Source: an optimization exercise on an open RTL-to-GDS flow (aim: small area, a short achievable clock period and few clock cycles per item). Production flows keep margins and buffers that such runs may drop. Function was not checked in any run shown here: the RTL went through the layout flow alone. Power is estimated from default activity; no workload was simulated.

## flow/design.v (module list and top-level ports; edited modules follow where they fit)
// module complex_multiplier: 3520 lines
// module cm_enc: 4 lines
// module cm_sel: 3 lines
// module cm_sel0: 3 lines
// module cm_sels: 3 lines
// module cm_fa: 4 lines
// module cm_ha: 4 lines
// module cm_x3: 3 lines
// module cm_x2: 3 lines
// module cm_xn2: 3 lines
// module cm_sgn: 3 lines
// module cm_negp: 3 lines
// module cm_negm: 3 lines
// module cm_or2: 3 lines
// module cm_enc0: 4 lines
// module cm_g: 3 lines
// module cm_and2: 3 lines
module complex_multiplier #(
    parameter INT_WIDTH = 8,
    parameter FRAC_WIDTH = 8
) (
    input wire clk,
    input wire rst,
    input wire signed [INT_WIDTH+FRAC_WIDTH-1:0] a_real,
    input wire signed [INT_WIDTH+FRAC_WIDTH-1:0] a_imag,
    input wire signed [INT_WIDTH+FRAC_WIDTH-1:0] b_real,
    input wire signed [INT_WIDTH+FRAC_WIDTH-1:0] b_imag,
    output wire signed [INT_WIDTH+FRAC_WIDTH-1:0] out_real,
    output wire signed [INT_WIDTH+FRAC_WIDTH-1:0] out_imag,
    input wire start,
    output reg done
);
  // ...
==> flow/flow/run.sh <==
#!/bin/bash
# The standard layout (the standard.sh, standard synthesis unchanged), with two
# placement/resizer settings changed: the input and output ports get a plain buffer
# (buf_4) instead of the resizer's default pick, and the resizer may swap a cell for one
# of another footprint when it repairs timing.
set -euo pipefail
bash standard.sh BUFFER_PORTS_ARGS="-buffer_cell sky130_fd_sc_hd__buf_4" MATCH_CELL_FOOTPRINT=0 finish > layout.log 2>&1
==> flow/standard.sh <==
#!/bin/bash
# synth_recipe.tcl (not shown) runs the flow's synth.tcl, then flattens the netlist and writes it again
# the make line also repeats each setting of config.mk as NAME=value (left out here)
make -C /OpenROAD-flow-scripts/flow DESIGN_CONFIG=/design/flow/config.mk WORK_HOME=/design/flow/orfs CLKGATE_MAP_FILE= SYNTH_SCRIPT=/design/flow/synth_recipe.tcl "${@:-finish}"
==> flow/config.mk <==
export PLATFORM = sky130hd
export DESIGN_NAME = complex_multiplier
export DESIGN_NICKNAME = complex_multiplier
export VERILOG_FILES = /design/flow/design.v
export SDC_FILE = /design/flow/constraint.sdc
export NUM_CORES = 4
export LEC_CHECK = 0
export CAP_MARGIN = 20
export CORE_MARGIN = 2
export CORE_UTILIZATION = 40
export SETUP_SLACK_MARGIN = 4.8
export SLEW_MARGIN = 20
export SYNTH_HIERARCHICAL = 1
export SYNTH_MINIMUM_KEEP_SIZE = 0
==> flow/constraint.sdc <==
create_clock -name core_clock -period 10.0 [get_ports {clk}]
set_input_delay 2.0000 -clock core_clock [delete_from_list [all_inputs] [get_ports {clk}]]
set_output_delay 2.0000 -clock core_clock [all_outputs]
set_load 0.01 [all_outputs]
==> impl_metrics.csv, run 1 <==
group,metric,value,unit
finish,design.seq.count,97,
yosys,synth-simple-area-share,0.02307,
grt,grt_pass1_vias,18214,
outcome,status,"no timing/DRC/antenna violations",
finish,final_cell_area,0.02342,mm²
critical_path,worst_path_largest_cell_delay,0.60,ns
clock_tree,cts.clk_slew.worst_paths,0.07,ns
finish,drive_above_1_share,0.1346,
finish,largestClassByArea,"multi-input combinational cells",
pwr,ir_drop,0.2982,mV
finish,n_clock_buffer,11,
critical_path,cp_top_family,"adder cells",
critical_path,startpoint_type,"input port",
drt,wl_met1,26260,µm
finish,final_cell_mix,"452 x o22ai_1, 356 x xnor2_1, 348 x fa_1",
die,die_w,229.5,µm
yosys,synth_top_family_by_area,"adder cells",
yosys,yosys-mux-area-fraction,0,
yosys,synth.largest_area_cell,"fa_1",
pwr,power_density,310.1,mW/mm²
finish,final_cell_count_no_fill,2648,
placement,hpwl,47320,µm
critical_path,path_max_fanout,42,
yosys,synth.most_common_cell,"o22ai_1",
clock_tree,cts_root_buffer,"clkbuf_16",
clock_tree,cts_hold_buf,0,
pwr,finalPower,7.260,mW
grt,grt_max_degree,45,
grt,grt.overflow.total,0,
yosys,synthAdderAreaFrac,0.4277,
==> run 2: changes to the inputs <==
--- a/flow/config.mk
+++ b/flow/config.mk
@@ -9,5 +9,5 @@
 export CORE_MARGIN = 2
 export CORE_UTILIZATION = 40
-export SETUP_SLACK_MARGIN = 4.8
+export SETUP_SLACK_MARGIN = 5.0
 export SLEW_MARGIN = 20
 export SYNTH_HIERARCHICAL = 1
==> run 2 against run 1 <==
Compared with the run above: synthesized area unchanged; clock-buffer cell count fell by 1; global-route usage up 3.1 points; sequential cell count stayed put; critical path depth unchanged; combinational power increased by 7.9%; cell area increased by 7.7%; core utilization grew 3.6 points; critical path type unchanged; largest cell class unchanged.
==> impl_metrics.csv, run 2 <==
group,metric,value,unit
pwr,power_density,306.9,mW/mm²
grt,antenna_found_initial,1,
critical_path,end_kind,"flop",
critical_path,startpoint_type,"input port",
critical_path,cp.required,10.26,ns
timing,slew_violations,0,
drt,first_pass_iters,5,
drt,num_vias,18031,
grt,grt.total_usage,0.2950,
yosys,synthCells,1830,
drt,wl,79930,µm
finish,fill_cells,4385,
drt,ant_nets,0,
critical_path,crit_type,"input port to flop",
run,drv_cap,0,
yosys,synth-simple-area-share,0.02307,
die,pin_count,100,
critical_path,arrival,5.31,ns
placement,gp_congestion,0.9349,
yosys,netlist.area_leader.share,0.3612,
critical_path,worst_path_largest_cell_delay,0.58,ns
yosys,yosys_warnings,7,
timing,rsz0062_at_grt,"yes",
finish,seq_area,0.001949,mm²
finish,multiInputGateArea,0.01912,mm²
die,rows,82,
yosys,synth.largest_area_cell,"fa_1",
timing,whs,1.447,ns
yosys,synth-compound-area-share,0.1952,
timing,final.setup.tns,0,ns
clock_tree,cts_root_buffer,"clkbuf_16",
yosys,synthAdderAreaFrac,0.4277,
die,dieArea,0.05267,mm²
finish,n_antenna_cell,0,
yosys,synth.most_common_cell,"o22ai_1",
timing,worstMarginPinSlew,0.8028,ns
finish,nets,2607,
critical_path,path_max_fanout,20,
timing,final_hold_viol_count,0,
clock_tree,cts_buffer_depth,2,
placement,port_buffers,99,
critical_path,cp_slowest_cell,"fa_1",
yosys,yosys-mux-area-fraction,0,
finish,areaGrowthSynthToFinish,24.00,%
critical_path,cp_common_cell,"fa_1",
clock_tree,cts_made_buffers,9,
timing,min_period,5.046,ns
timing,min_period_over_period,0.5046,
clock_tree,clkSinkCount,97,
clock_tree,cts_tree,"done",
yosys,ys_seq_area_frac,0.09572,
clock_tree,cts.clk_slew.worst_paths,0.06,ns
critical_path,cp_cell_sequence,"buf_16 -> and3b_2 -> a21oi_4 -> buf_12 -> o22ai_1 -> fa_1 -> fa_1 -> fa_1 -> fa_2 -> fa_1",
yosys,async_reset_ff_frac,0.01031,
finish,mostFrequentLayoutCell,"o22ai_1",
yosys,synth_seq_cells,97,
grt,grt_max_degree,45,
min_path,min_path_type,"input port to async pin",
timing,slew_headroom,0.4648,
timing,fmax,198.2,MHz
grt,grt_pass1_wl,116200,µm
drt,via_per_inst,6.576,
yosys,synth_flop_cell,"dfxtp_1",
placement,hpwl,47750,µm
timing,setup_viol,0,
die,core_area,0.05017,mm²
finish,drive_above_1_share,0.2082,
yosys,synth_area,0.02034,mm²
drt,wl_per_cell,29.15,µm
grt,grt.overflow.total,0,
yosys,ys_top_cells_by_area,"fa_1 36%, xnor2_1 16%, o22ai_1 14%, dfxtp_1 9.4%, ha_1 6.6%",
yosys,syn_area_per_cell,11.11,µm²
clock_tree,cts.htree.levels,3,
die,start_util,0.4054,
pwr,power_leakage,10.18,nW
yosys,synth_top_family_by_area,"adder cells",
drt,drc,0,
outcome,status,"no timing/DRC/antenna violations",
finish,final_cell_mix,"435 x o22ai_1, 356 x xnor2_1, 318 x fa_1",
drt,drt_iter0_markers,1981,
yosys,synthXorXnorAreaFrac,0.2418,
pwr,ir_drop,0.3957,mV
yosys,synth.distinct_cells,20,
die,die_w,229.5,µm
grt,grt_pass1_vias,18763,
yosys,synth_edf_count,0,
yosys,synth_nets,2372,
die,die_y,229.5,µm
yosys,synthTopCellsByCount,"464 x o22ai_1, 370 x xnor2_1, 367 x fa_1",
-- run 2: worst max path at each step --
| stage | start | end | slack, ns | cells after the start |
|---|---|---|---|---|
| 5_1_grt | re_q0_3$_DFF_P_ | out_real[15] | 4.93 | 10 |
| 3_3_place_gp | b_real[9] | im_q1_11$_DFF_P_ | 3.72 | 9 |
| 3_5_place_dp | b_real[3] | im_q1_11$_DFF_P_ | 3.63 | 9 |
| 2_1_floorplan | b_real[3] | re_q1_9$_DFF_P_ | 4.75 | 8 |
| 4_1_cts | im_q0_1$_DFF_P_ | out_imag[15] | 4.92 | 10 |
| 6_report | b_real[11] | re_q1_8$_DFF_P_ | 4.95 | 10 |
-- run 2: Yosys stat by module, one instance, submodules excluded, a selection --
module              times used  area [µm²]
cm_ha                      108       12.51
cm_x3                       16       23.77
cm_and2                     35       6.256
cm_sgn                      16       7.507
cm_enc                      14       30.03
complex_multiplier           1        2290
cm_sel                     464       6.256
cm_negm                      7       10.01
cm_fa                      367       20.02
cm_x2                      148       8.758
-- run 2: per-layer routing --
metal | track usage | wire length [µm] | part of all wire | up-vias
met3 | 0.06536 | 8495 | 0.11 | 466
met1 | 0.3487 | 28200 | 0.35 | 8946
li1 | - | - | - | 7226
met5 | 0 | 0 | 0 | -
met2 | 0.4849 | 36680 | 0.46 | 1393
met4 | 0.1901 | 6549 | 0.082 | 0
-- run 2: cell families after synthesis --
family / after synthesis
AO/OA/AOI/OAI: 591
XOR/XNOR: 534
adder cells (fa/ha/maj): 475
buffers and inverters: 58
flip-flops: 97
AND/OR/NAND/NOR: 75
-- run 2: critical path: cells and delay by family --
family                     cells  cell delay [ns]
adders and majority gates      5             2.35
and+or+nand+nor                1             0.34
buffers and inverters          2             0.33
AOI/OAI and AO/OA              2             0.26
-- run 2: repair_timing --
item | 4_1_cts | 5_1_grt
endpoints found under the setup margin | 98 | 62
setup buffers | 69 | 31
cloned | 29 | 8
pin swaps | 34 | 32
resized for setup | 122 | 66
hold buffers | 0 | 0
-- run 2: final cells by class --
class | instances | area share
clock buffers | 10 | 0.009476
clock inverters | 6 | 0.004167
inverters | 26 | 0.003870
multi-input cells | 1688 | 0.7581
flip-flops and latches | 97 | 0.07729
well taps | 672 | 0.03334
repair buffers | 243 | 0.1137
-- run 2: per-stage QoR --
| step | utilization | instances | instance area, µm² | setup slack, ns | power [mW] |
|---|---|---|---|---|---|
| global placement | 0.4452 | 2589 | 22340 | 3.718 | 6.786 |
| CTS | 0.4867 | 2703 | 24420 | 4.921 | 7.623 |
| global route | 0.5027 | 2742 | 25220 | 4.932 | 8.535 |
| floorplan | - | 1830 | 20840 | 4.751 | 5.371 |
| detailed placement | 0.4452 | 2589 | 22340 | 3.625 | 6.884 |
| finish | 0.5027 | 2742 | 25220 | 4.954 | 7.741 |
-- run 2: where the power goes --
part | switching, mW | internal [mW]
clock network | 0.153 | 0.249
registers | 0.103 | 0.676
logic | 3.26 | 3.30
total | 3.51 | 4.23
==> run 3: changes to the inputs <==
--- a/flow/config.mk
+++ b/flow/config.mk
@@ -9,5 +9,7 @@
 export CORE_MARGIN = 2
 export CORE_UTILIZATION = 40
-export SETUP_SLACK_MARGIN = 5.0
+export CTS_BUF_LIST = sky130_fd_sc_hd__clkbuf_4 sky130_fd_sc_hd__clkbuf_8
+export CTS_CLUSTER_SIZE = 30
+export SETUP_SLACK_MARGIN = 4.8
 export SLEW_MARGIN = 20
 export SYNTH_HIERARCHICAL = 1
==> run 3 against run 2 <==
Compared with the run above: sequential cell count did not move; synthesized area did not move; core utilization fell by 4.2 points; clock-buffer cell count rose by 1; power fell by 6.0%; global-route usage fell by 3.0 points; non-clock buffer count fell by 96; critical endpoint is now re_q1_10$_DFF_P_; still clean; sequential power fell by 0.6%; synthesized cell count did not move; clock power fell by 21%.
==> impl_metrics.csv, run 3 <==
group,metric,value,unit
run,drv_cap,0,
grt,grt_pass1_vias,18173,
yosys,synth.largest_area_cell,"fa_1",
finish,finish.utilization,0.4606,
drt,num_vias,16681,
finish,drive_above_1_share,0.1325,
die,rows,82,
finish,final_cell_count_no_fill,2642,
yosys,synth_flop_cell,"dfxtp_1",
timing,fmax,194.0,MHz
critical_path,cp.required,10.33,ns
timing,final_hold_viol_count,0,
yosys,synthTopCellsByCount,"464 x o22ai_1, 370 x xnor2_1, 367 x fa_1",
die,core_area,0.05017,mm²
timing,min_period_over_period,0.5156,
yosys,synth_area,0.02034,mm²
yosys,yosys-mux-area-fraction,0,
clock_tree,clkSinkCount,97,
finish,n_antenna_cell,0,
drt,drt_iter0_markers,1522,
drt,first_pass_iters,5,
yosys,synth_seq_cells,97,
timing,min_period,5.156,ns
yosys,ys_top_cells_by_area,"fa_1 36%, xnor2_1 16%, o22ai_1 14%, dfxtp_1 9.4%, ha_1 6.6%",
timing,rsz0062_at_grt,"yes",
yosys,synth-simple-area-share,0.02307,
yosys,synthXorXnorAreaFrac,0.2418,
yosys,netlist.area_leader.share,0.3612,
yosys,synth.most_common_cell,"o22ai_1",
clock_tree,cts_root_buffer,"clkbuf_8",
yosys,synth_top_family_by_area,"adder cells",
finish,areaGrowthSynthToFinish,13.63,%
outcome,status,"no timing/DRC/antenna violations",
min_path,min_path_type,"input port to async pin",
clock_tree,cts.clk_slew.worst_paths,0.09,ns
finish,nets,2507,
die,dieArea,0.05267,mm²
yosys,synth_nets,2372,
yosys,yosys_warnings,7,
yosys,synthCells,1830,
grt,grt_max_degree,45,
clock_tree,cts_buffer_depth,2,
pwr,power_density,314.8,mW/mm²
critical_path,startpoint_type,"input port",
clock_tree,cts_tree,"done",
yosys,synth-compound-area-share,0.1952,
yosys,synth_edf_count,0,
timing,slew_headroom,0.2740,
timing,whs,1.383,ns
timing,setup_viol,0,
drt,via_per_inst,6.314,
drt,drc,0,
timing,worstMarginPinSlew,1.084,ns
timing,slew_violations,0,
placement,hpwl,47320,µm
grt,grt.total_usage,0.2649,
die,die_y,229.5,µm
clock_tree,cts_hold_buf,0,
critical_path,crit_type,"input port to flop",
placement,port_buffers,99,
finish,mostFrequentLayoutCell,"o22ai_1",
die,die_w,229.5,µm
timing,final.setup.tns,0,ns
clock_tree,cts.htree.levels,3,
die,start_util,0.4054,
finish,fill_cells,4558,
timing,setup_ws,4.844,ns
grt,grt_pass1_wl,106600,µm
grt,grt.overflow.total,0,
clock_tree,cts_made_buffers,9,
drt,wl_per_cell,26.21,µm
die,pin_count,100,
grt,antenna_found_initial,0,
yosys,async_reset_ff_frac,0.01031,
drt,wl,69250,µm
critical_path,arrival,5.48,ns
pwr,ir_drop,0.2982,mV
critical_path,path_max_fanout,44,
yosys,syn_area_per_cell,11.11,µm²
yosys,ys_seq_area_frac,0.09572,
critical_path,end_kind,"flop",
pwr,power_leakage,9.283,nW
yosys,synth.distinct_cells,20,
drt,ant_nets,0,
finish,final_cell_mix,"452 x o22ai_1, 356 x xnor2_1, 348 x fa_1",
placement,place_ws,3.606,ns
yosys,synthAdderAreaFrac,0.4277,
placement,dp.cells,2593,
placement,gp_congestion,0.9322,
## run 3: area by class of cell
cell class	count	area, µm²	share of cell area
repair buffers	147	1314	0.05685
clock buffers	11	145.1	0.006280
clock inverters	5	102.6	0.004439
multi-input cells	1684	18660	0.8076
flip-flops and latches	97	1947	0.08424
well taps	672	840.8	0.03638
inverters	26	97.59	0.004223
## run 3: cell families (layout without fill, tap and decap cells)
family / count (synthesis) / in the layout
AOI/OAI and AO/OA: 591 / 598
xor gates and xnor gates: 534 / 536
and+or+nand+nor: 75 / 75
buffers and inverters: 58 / 189
adders and majority gates: 475 / 475
DFF: 97 / 97
## run 3: per-stage QoR
step,total power [mW],area [µm²]
6_report,7.275,23110
5_1_grt,8.142,23110
4_1_cts,7.284,22930
3_5_place_dp,6.818,22250
3_3_place_gp,6.740,22250
2_1_floorplan,5.339,20720
## run 3: worst max-delay path by stage
stage	start	slack, ns	cells after the start	end
after global placement	b_real[5]	3.65	9	re_q1_13$_DFF_P_
after CTS	b_imag[7]	4.80	10	re_q1_10$_DFF_P_
after floorplan	b_real[3]	4.75	8	re_q1_9$_DFF_P_
after detailed placement	b_real[5]	3.61	9	re_q1_13$_DFF_P_
final	b_real[9]	4.84	10	re_q1_10$_DFF_P_
after global routing	b_imag[7]	4.78	10	re_q1_10$_DFF_P_
## run 3: report_power, final
group	switching, mW	total [mW]	internal (mW)
logic	3.11	6.18	3.08
clock network	0.145	0.319	0.175
registers	0.0986	0.773	0.674
## run 3: repair_timing
action                                 4_1_cts  5_1_grt
setup endpoints to repair                   89       39
cloned                                       8        1
setup buffers                               16        8
pin swaps                                    7       12
resized for setup                           45       28
endpoints found under the hold margin        0        0
## run 3: modules after synthesis, one instance, submodules excluded, excerpt
module / cell area, µm² / cells inside
cm_sgn: 7.507 / 1
cm_and2: 6.256 / 1
cm_fa: 20.02 / 1
cm_negm: 10.01 / 1
cm_enc: 30.03 / 4
cm_x2: 8.758 / 1
cm_enc0: 10.01 / 2
cm_or2: 6.256 / 1
cm_xn2: 8.758 / 1
cm_sel: 6.256 / 1
## run 3: critical path, stage by stage
cell and delay (ns):
buf_12 0.27, and3b_1 0.31, a21oi_4 0.15, buf_4 0.20, o22ai_1 0.11, fa_1 0.59, fa_1 0.45, fa_1 0.48
fa_1 0.42, fa_1 0.44
## run 3: routing by layer
metal,track usage,vias up,part of all wire
li1,-,7017,-
met1,0.3127,8485,0.38
met2,0.4433,895,0.48
met3,0.05316,284,0.079
met4,0.1636,0,0.057
met5,0,-,0
==> run 4: changes to the inputs <==
--- a/flow/config.mk
+++ b/flow/config.mk
@@ -8,7 +8,6 @@
 export CAP_MARGIN = 20
 export CORE_MARGIN = 2
-export CORE_UTILIZATION = 40
-export CTS_BUF_LIST = sky130_fd_sc_hd__clkbuf_4 sky130_fd_sc_hd__clkbuf_8
-export CTS_CLUSTER_SIZE = 30
+export CORE_UTILIZATION = 60
+export PLACE_DENSITY = 0.75
 export SETUP_SLACK_MARGIN = 4.8
 export SLEW_MARGIN = 20
==> run 4 against run 3 <==
Compared with the run above: via count up 4.4%; sequential share of layout area down 0.052 points; critical path depth unchanged; setup slack worse by 0.041 ns; sequential cell count unchanged; power down 0.24%; cell area up 0.62%; global-route usage up 13 points; still clean; synthesized area unchanged; worst hold slack better by 0.046 ns.
==> impl_metrics.csv, run 4 <==
group,metric,value,unit
outcome,status,"no timing/DRC/antenna violations",
yosys,async_reset_ff_frac,0.01031,
grt,met3_usage,0.08815,
critical_path,end_kind,"flop",
grt,grt_use_met2,0.6177,
placement,dpl_cell_area,0.02194,mm²
drt,via_per_inst,7.151,
critical_path,startpoint_type,"input port",
grt,grt_pass1_vias,18115,
timing,min_period,5.196,ns
finish,areaGrowthSynthToFinish,14.33,%
clock_tree,cts_made_buffers,9,
timing,min_period_over_period,0.5196,
timing,final_hold_viol_count,0,
finish,mostFrequentLayoutCell,"o22ai_1",
drt,drt_iter0_markers,2256,
timing,whs,1.430,ns
yosys,synth.most_common_cell,"o22ai_1",
clock_tree,cts_root_buffer,"clkbuf_16",
yosys,yosys_warnings,7,
run,drv_cap,0,
drt,wl_per_cell,28.07,µm
finish,final_cell_count_no_fill,2435,
yosys,syn_area_per_cell,11.11,µm²
drt,first_pass_iters,8,
grt,grt_max_degree,45,
die,start_util,0.6081,
timing,worstMarginPinSlew,1.016,ns
die,core_area,0.03345,mm²
yosys,synth_flop_cell,"dfxtp_1",
yosys,synth_seq_cells,97,
grt,grt_pass1_wl,103900,µm
grt,grt.overflow.total,0,
timing,rsz0062_at_grt,"no",
die,dieArea,0.03539,mm²
yosys,synth.distinct_cells,20,
die,die_w,188.1,µm
die,rows,67,
placement,dp.cells,2365,
drt,num_vias,17413,
clock_tree,clkSinkCount,97,
yosys,synth.largest_area_cell,"fa_1",
finish,final_cell_area,0.02325,mm²
pwr,power_density,312.1,mW/mm²
timing,setup_viol,0,
pwr,ir_drop,0.5216,mV
timing,slew_violations,0,
clock_tree,cts_hold_buf,0,
drt,ant_nets,0,
yosys,synthTopCellsByCount,"464 x o22ai_1, 370 x xnor2_1, 367 x fa_1",
placement,gp_congestion,0.9369,
yosys,ys_seq_area_frac,0.09572,
critical_path,crit_type,"input port to flop",
clock_tree,cts_tree,"done",
timing,final.setup.tns,0,ns
min_path,min_path_type,"input port to async pin",
grt,grt_busiest_layer,"met2",
finish,final_cell_mix,"451 x o22ai_1, 356 x xnor2_1, 348 x fa_1",
clock_tree,cts_buffer_depth,2,
finish,drive_above_1_share,0.1399,
yosys,synth_nets,2372,
timing,slew_headroom,0.3191,
yosys,synth_edf_count,0,
clock_tree,cts.clk_slew.worst_paths,0.09,ns
grt,antenna_found_initial,1,
yosys,netlist.area_leader.share,0.3612,
finish,n_antenna_cell,0,
yosys,ys_top_cells_by_area,"fa_1 36%, xnor2_1 16%, o22ai_1 14%, dfxtp_1 9.4%, ha_1 6.6%",
yosys,synthCells,1830,
grt,grt.total_usage,0.3899,
timing,fmax,192.4,MHz
finish,fill_cells,2490,
pwr,finalPower,7.258,mW
yosys,synth_area,0.02034,mm²
clock_tree,cts.htree.levels,3,
pwr,power_leakage,9.485,nW
finish,nets,2524,
critical_path,arrival,5.44,ns
placement,hpwl,45080,µm
drt,wl,68360,µm
placement,port_buffers,99,
die,pin_count,100,
grt,grtUsageMet1,0.4907,
critical_path,path_max_fanout,43,
critical_path,cp.required,10.25,ns
die,die_y,188.1,µm
drt,drc,0,
run 4: cell type report:
class                           instances  area (µm²)  area share
Multi-Input combinational cell       1688       18720      0.8049
Sequential cell                        97        1947     0.08372
Timing Repair Buffer                  160        1604     0.06898
Tap cell                              448       560.5     0.02411
Clock buffer                           11       242.7     0.01044
Inverter                               26       97.59    0.004197
Clock inverter                          5       85.08    0.003659
run 4: logic make-up after synthesis:
| group | count (synthesis) | synth area share |
|---|---|---|
| fa+ha+maj | 475 | 0.4277 |
| compound gates | 591 | 0.1952 |
| xor+xnor | 534 | 0.2418 |
| buf+inv | 58 | 0.01661 |
| simple gates | 75 | 0.02307 |
| flops | 97 | 0.09572 |
run 4: Yosys stat by module, one instance, submodules excluded:
module	flip-flops and latches	times used	cell area (µm²)
cm_or2	0	8	6.256
cm_enc	0	14	30.03
cm_g	0	69	7.507
cm_negm	0	7	10.01
complex_multiplier	97	1	2290
cm_sel	0	464	6.256
cm_xn2	0	356	8.758
cm_sgn	0	16	7.507
cm_ha	0	108	12.51
cm_negp	0	21	11.26
cm_and2	0	35	6.256
cm_fa	0	367	20.02
cm_enc0	0	2	10.01
cm_x2	0	148	8.758
cm_x3	0	16	23.77
run 4: power by group:
group	internal [mW]	switching [mW]	leakage (nW)	total, mW
Combinational	3.01	3.06	8.51	6.07
Sequential	0.674	0.0996	0.820	0.774
Clock	0.229	0.189	0.157	0.418
run 4: timing repair:
action	in CTS	in global routing
buffers inserted	24	15
pin swaps	13	4
resized for setup	58	35
cloned	12	3
endpoints found under the setup margin	92	51
run 4: worst paths after layout:
check | start | slack, ns | to | cells after the start
setup / recovery | b_real[5] | 4.80 | re_q1_7$_DFF_P_ | 10
min in group core_clock | start | 1.71 | done$_DFF_PP0_ | 1
max in group asynchronous | rst | 8.48 | done$_DFF_PP0_ | 2
hold / removal | rst | 1.43 | done$_DFF_PP0_ | 2
run 4: critical path, stage by stage:
cell and delay, ns:
buf_16 0.25, and3b_1 0.32, a21oi_4 0.19, buf_12 0.20, o22ai_2 0.09, fa_1 0.47
fa_1 0.58, fa_1 0.48, fa_2 0.38, fa_1 0.45
run 4: through the flow:
step | utilization | setup WS [ns]
final | 0.6952 | 4.804
after global routing | 0.6952 | 4.751
after CTS | 0.6839 | 4.791
after detailed placement | 0.6559 | 3.657
after global placement | 0.6559 | 3.738
after floorplan | - | 4.751
run 4: metal layers:
layer / wire [µm] / up-vias
li1: - / 7022
met1: 24810 / 8592
met2: 31370 / 1406
met3: 7496 / 391
met4: 4674 / 2
met5: 7 / -

static timing again, ports no longer ideal:
Ports are ideal in the flow. The routed layouts listed here were re-timed in OpenROAD.
Step 1 (the two cells are an assumption about what drives the block):
set clk [get_ports {clk}]
set_driving_cell -lib_cell sky130_fd_sc_hd__clkbuf_16 $clk
set_driving_cell -lib_cell sky130_fd_sc_hd__buf_2 [delete_from_list [all_inputs] $clk]
Step 2 moves the port delays by t, midway between the first and last clock arrival at a register: inputs arrive t later, outputs are due t later. That takes back most of the time a late clock gives input paths.
a / b / c = ideal / step 1 / step 2; a / b = the first two.
run | shift t [ns] | setup slack, ns | slew at the worst register clock pin (ns)
run 1 | 0.435 | 4.849 / 4.746 / 4.311 | 0.07 / 0.07
run 2 | 0.440 | 4.954 / 4.707 / 4.268 | 0.07 / 0.07
run 3 | 0.490 | 4.844 / 4.808 / 4.317 | 0.09 / 0.09
run 4 | 0.435 | 4.804 / 4.749 / 4.314 | 0.09 / 0.09
After both steps setup and hold are still met in every run listed. For run 2, which loses most, drivers alone change the setup slack by -0.247 ns; drivers and shift together by -0.686 ns.
